Source: an optimization exercise on an open RTL-to-GDS flow (aim: small area). Production flows keep margins and buffers that such runs may drop. At most, simulation tests tie the RTL to the original design; equivalence was not proved. No activity file was given, so power comes from the tool's default toggle rates.

## run R
## impl_top
module impl_top (
input               clk     ,
input               sw_0    ,
input   wire        uart_rxd,
output  wire        uart_txd,
output  wire [7:0]  led,
output  wire uart_rx_break,
output  wire uart_rx_valid,
output  wire uart_tx_busy,
output  wire uart_rx_fe,
output  wire uart_rx_pe,
output  wire [10:0] uart_rx_data,
output  wire [199:0] sbus_frame,
output  wire sbus_frame_valid
);
Size in the first run: roughly 230 I/O pins, about 13,000 um^2 of cells after synthesis.
==> module impl_top, before the edit <==
module impl_top (
input               clk     ,
input               sw_0    ,
input   wire        uart_rxd,
output  wire        uart_txd,
output  wire [7:0]  led,
output  wire uart_rx_break,
output  wire uart_rx_valid,
output  wire uart_tx_busy,
output  wire uart_rx_fe,
output  wire uart_rx_pe,
output  wire [10:0] uart_rx_data,
output  wire [199:0] sbus_frame,
output  wire sbus_frame_valid
);
wire rst = !sw_0;
reg rxd_0, rxd_1;
always @(posedge clk) begin
    rxd_0 <= uart_rxd | rst;
    rxd_1 <= rxd_0;
end
reg [8:0] r_cnt;
reg [3:0] r_ph;
wire r_idle = r_ph == 4'd0;
wire r_stop = r_ph == 4'd13;
wire r_c500 = r_cnt == 9'd67;
wire r_c250 = r_cnt == 9'd358;
wire r_valid = r_stop && r_c250;
always @(posedge clk) begin
    if (r_idle || r_c500 || r_valid)
        r_cnt <= 9'd0;
    else
        r_cnt <= {r_cnt[7:0], ~(r_cnt[8] ^ r_cnt[4])};
end
wire r_adv = (r_idle && !rxd_1) || r_c500;
always @(posedge clk) begin
    if (rst || r_valid)
        r_ph <= 4'd0;
    else
        r_ph <= r_ph + r_adv;
end
reg [10:0] r_sr;
always @(posedge clk) begin
    if (r_idle)
        r_sr <= 11'd0;
    else if (r_c250 && !r_stop)
        r_sr <= {rxd_1, r_sr[10:1]};
end
reg r_sel;
always @(posedge clk) begin
    r_sel <= r_stop && r_cnt != 9'd0;
end
reg seen;
always @(posedge clk) begin
    if (rst)
        seen <= 1'b0;
    else if (r_valid)
        seen <= 1'b1;
end
reg [10:0] d_reg;    
always @(posedge clk) begin
    if (rst)
        d_reg <= 11'h0F0;
    else if (r_valid)
        d_reg <= r_sr;
end
assign uart_rx_data = r_sel ? r_sr
                            : {d_reg[10:8], d_reg[7:4] & {4{seen}}, d_reg[3:0]};
assign led = d_reg[7:0];
assign uart_rx_valid = r_valid;
assign uart_rx_break = r_valid && ~|r_sr;
assign uart_rx_pe = ^uart_rx_data[8:0];
assign uart_rx_fe = ~&uart_rx_data[10:9];
reg [8:0] t_cnt;
reg [3:0] t_ph;
wire t_idle = t_ph == 4'd0;
wire t_c500 = t_cnt == 9'd67;
always @(posedge clk) begin
    if (t_c500)
        t_cnt <= 9'd0;
    else
        t_cnt <= t_idle ? {7'd0, seen, seen} : {t_cnt[7:0], ~(t_cnt[8] ^ t_cnt[4])};
end
wire t_tail = t_ph == 4'd13;
wire t_adv = (t_idle && r_valid) || t_c500;
always @(posedge clk) begin
    if (rst || (t_tail && t_cnt[0]))
        t_ph <= 4'd0;
    else
        t_ph <= t_ph + t_adv;
end
reg t_bit;
always @(*) begin
    case (t_ph)
        4'd2 : t_bit = d_reg[0];
        4'd3 : t_bit = d_reg[1];
        4'd4 : t_bit = d_reg[2];
        4'd5 : t_bit = d_reg[3];
        4'd6 : t_bit = d_reg[4];
        4'd7 : t_bit = d_reg[5];
        4'd8 : t_bit = d_reg[6];
        4'd9 : t_bit = d_reg[7];
        4'd10: t_bit = d_reg[8];
        4'd11: t_bit = d_reg[9];
        4'd12: t_bit = d_reg[10];
        4'd13: t_bit = d_reg[10] | t_cnt[0];
        4'd1 : t_bit = 1'b0;
        default: t_bit = 1'b1;
    endcase
end
reg txd_reg;
always @(posedge clk) begin
    txd_reg <= t_bit;
end
assign uart_txd = txd_reg;
assign uart_tx_busy = !t_idle;
reg  [183:0] w;       
reg         w_hdr;    
reg [183:0] f;        
reg         f_cap;    
reg         f_vld_n;
wire [7:0] w_in = {d_reg[7:1], d_reg[0] | !seen};
always @(posedge clk) begin
    if (rst)
        w <= {184{1'b1}};
    else if (r_valid)
        w <= {w_in, w[183:8]};
end
always @(posedge clk) begin
    if (rst)
        w_hdr <= 1'b0;
    else if (r_valid)
        w_hdr <= w[7:0] == 8'hF0;
end
wire match = w_hdr && d_reg[7:0] == 8'h00;
always @(posedge clk) begin
    if (rst)
        f <= {184{1'b1}};
    else if (match)
        f <= w;
end
always @(posedge clk) begin
    if (rst)
        f_cap <= 1'b0;
    else
        f_cap <= f_cap | match;
end
always @(posedge clk) begin
    f_vld_n <= !match;
end
assign sbus_frame = {{8{!f_cap}}, f, 4'hF, {4{!f_cap}}};
assign sbus_frame_valid = f_vld_n;
endmodule
export LEC_CHECK = 0
export CAP_MARGIN = 20
export CORE_MARGIN = 2
export CORE_UTILIZATION = 65
export SLEW_MARGIN = 20
create_clock -name core_clock -period 10.0 [get_ports {clk}]
standard.sh (not shown) runs the stock make flow with config.mk's settings and CLKGATE_MAP_FILE= SYNTH_SCRIPT=/design/flow/synth_recipe.tcl, a recipe that flattens the netlist after the stock synthesis.
==> flow/flow/run.sh <==
#!/bin/bash
# The standard flow (standard.sh) with three changes:
#  - after the standard synthesis (unchanged, so every register keeps its
#    name and cell), the combinational cells are optimised again by ABC
#    (deepsyn, then area-oriented mapping; resyn.log); the flip-flops are not
#    touched;
#  - port buffers use the smallest buffer cell;
#  - the clock tree is built from clkbuf_4 cells in small sink clusters,
#    without dummy loads.
set -euo pipefail
KNOBS=(
  "BUFFER_PORTS_ARGS=-buffer_cell sky130_fd_sc_hd__buf_1"
  "CTS_ARGS=-sink_clustering_enable -repair_clock_nets -dont_use_dummy_load -buf_list sky130_fd_sc_hd__clkbuf_4 -sink_clustering_size 10 -sink_clustering_max_diameter 60"
)
bash standard.sh "${KNOBS[@]}" synth > flow_synth.log 2>&1

RES=orfs/results/$FLOW_PLATFORM/impl_top/base
LIB=$FLOW_HOME/platforms/$FLOW_PLATFORM/lib/sky130_fd_sc_hd__tt_025C_1v80.lib
YOSYS=$(command -v yosys || echo "$FLOW_HOME/../tools/install/yosys/bin/yosys")
python3 flow/cellmodels.py "$LIB" cellmodels.v > cellmodels.log 2>&1
cp $RES/1_2_yosys.v 1_2_yosys_standard.v
cat > abc_area.script <<EOS
strash
&get -n
&deepsyn -T 30
&put
dch -f
amap
topo
EOS
cat > resyn.ys <<EOS
read_liberty -lib $LIB
read_verilog 1_2_yosys_standard.v
hierarchy -top $FLOW_TOP
techmap -map cellmodels.v
opt -purge
techmap
opt -purge
abc -liberty $LIB -dont_use *lpflow* -dont_use *probe* -script abc_area.script
opt_clean -purge
hilomap -singleton -hicell sky130_fd_sc_hd__conb_1 HI -locell sky130_fd_sc_hd__conb_1 LO
insbuf -buf sky130_fd_sc_hd__buf_4 A X
check -assert -mapped
stat -liberty $LIB
write_verilog -noattr -nohex -nodec 1_2_yosys_resyn.v
EOS
"$YOSYS" -s resyn.ys > resyn.log 2>&1
cp 1_2_yosys_resyn.v $RES/1_2_yosys.v
rm -f $RES/1_synth.odb $RES/1_synth.sdc

bash standard.sh "${KNOBS[@]}" finish > flow.log 2>&1
Other scripts of this flow, unchanged in this note and not shown: flow/flow/cellmodels.py
## Diff of input files: run M against run R
-- flow/design.v --
<<< run R, line 42
reg [10:0] r_sr;
always @(posedge clk) begin
    if (r_idle)
        r_sr <= 11'd0;
    else if (r_c250 && !r_stop)
        r_sr <= {rxd_1, r_sr[10:1]};
end
>>> run M, line 42
reg [10:0] r_sr;
always @(posedge clk) begin
    if (r_c250 && !r_stop)
        r_sr <= {rxd_1, r_sr[10:1]};
end
## What came out
- Number of filler instances in the final layout is lower on run R
- Area added between synthesis and finish down 0.41 points in run M wrt run R
- Maximum vdd drop in run M vs run R: up about 14%
- Detailed route, run M vs run R: via total lower for run M
- Between run M and run R, the share of the clock period used by the worst path is lower for run R.
- Fraction of standard cell area that is sequential (higher): run M
- Run R consumes less power than run M.
- Re number of top-level pins: no difference whatsoever between run M and run R.
- NOTE routed wire length run R->run M decreased slightly
- Cells: run M has fewer instances than run R
- Register-to-register path setup slack: run M lower than run R
- The number of buffers and inverters on the critical path number comes out higher for run R vs run M.
- Re synthesized area: run M and run R aren't equal, and the higher value belongs to run M.
The RTL of run R was laid out without a check of its function.

re-timing with driven ports:
The flow's constraints put no driver on any port. The routed layouts listed below were extracted and timed again, unchanged, in two steps. Step 1, drivers: a clkbuf_16 drives clk and a buf_2 each remaining input, both assumed. Step 2 adds t to the input delays and takes it off the output delays; t is the mean of the earliest and latest rising clock arrival at the registers after step 1. Input paths then give back, and output paths get back, about the clock's delay inside the block. Three values: no drivers, after step 1, after step 2; two values: the first two.
run	t, ns	setup WS [ns]	pins driven straight from the clock port
run R	0.685	5.059 / 5.015 / 5.250	1
run M	0.695	4.918 / 4.877 / 5.199	1
After both steps every run listed still meets setup and hold.
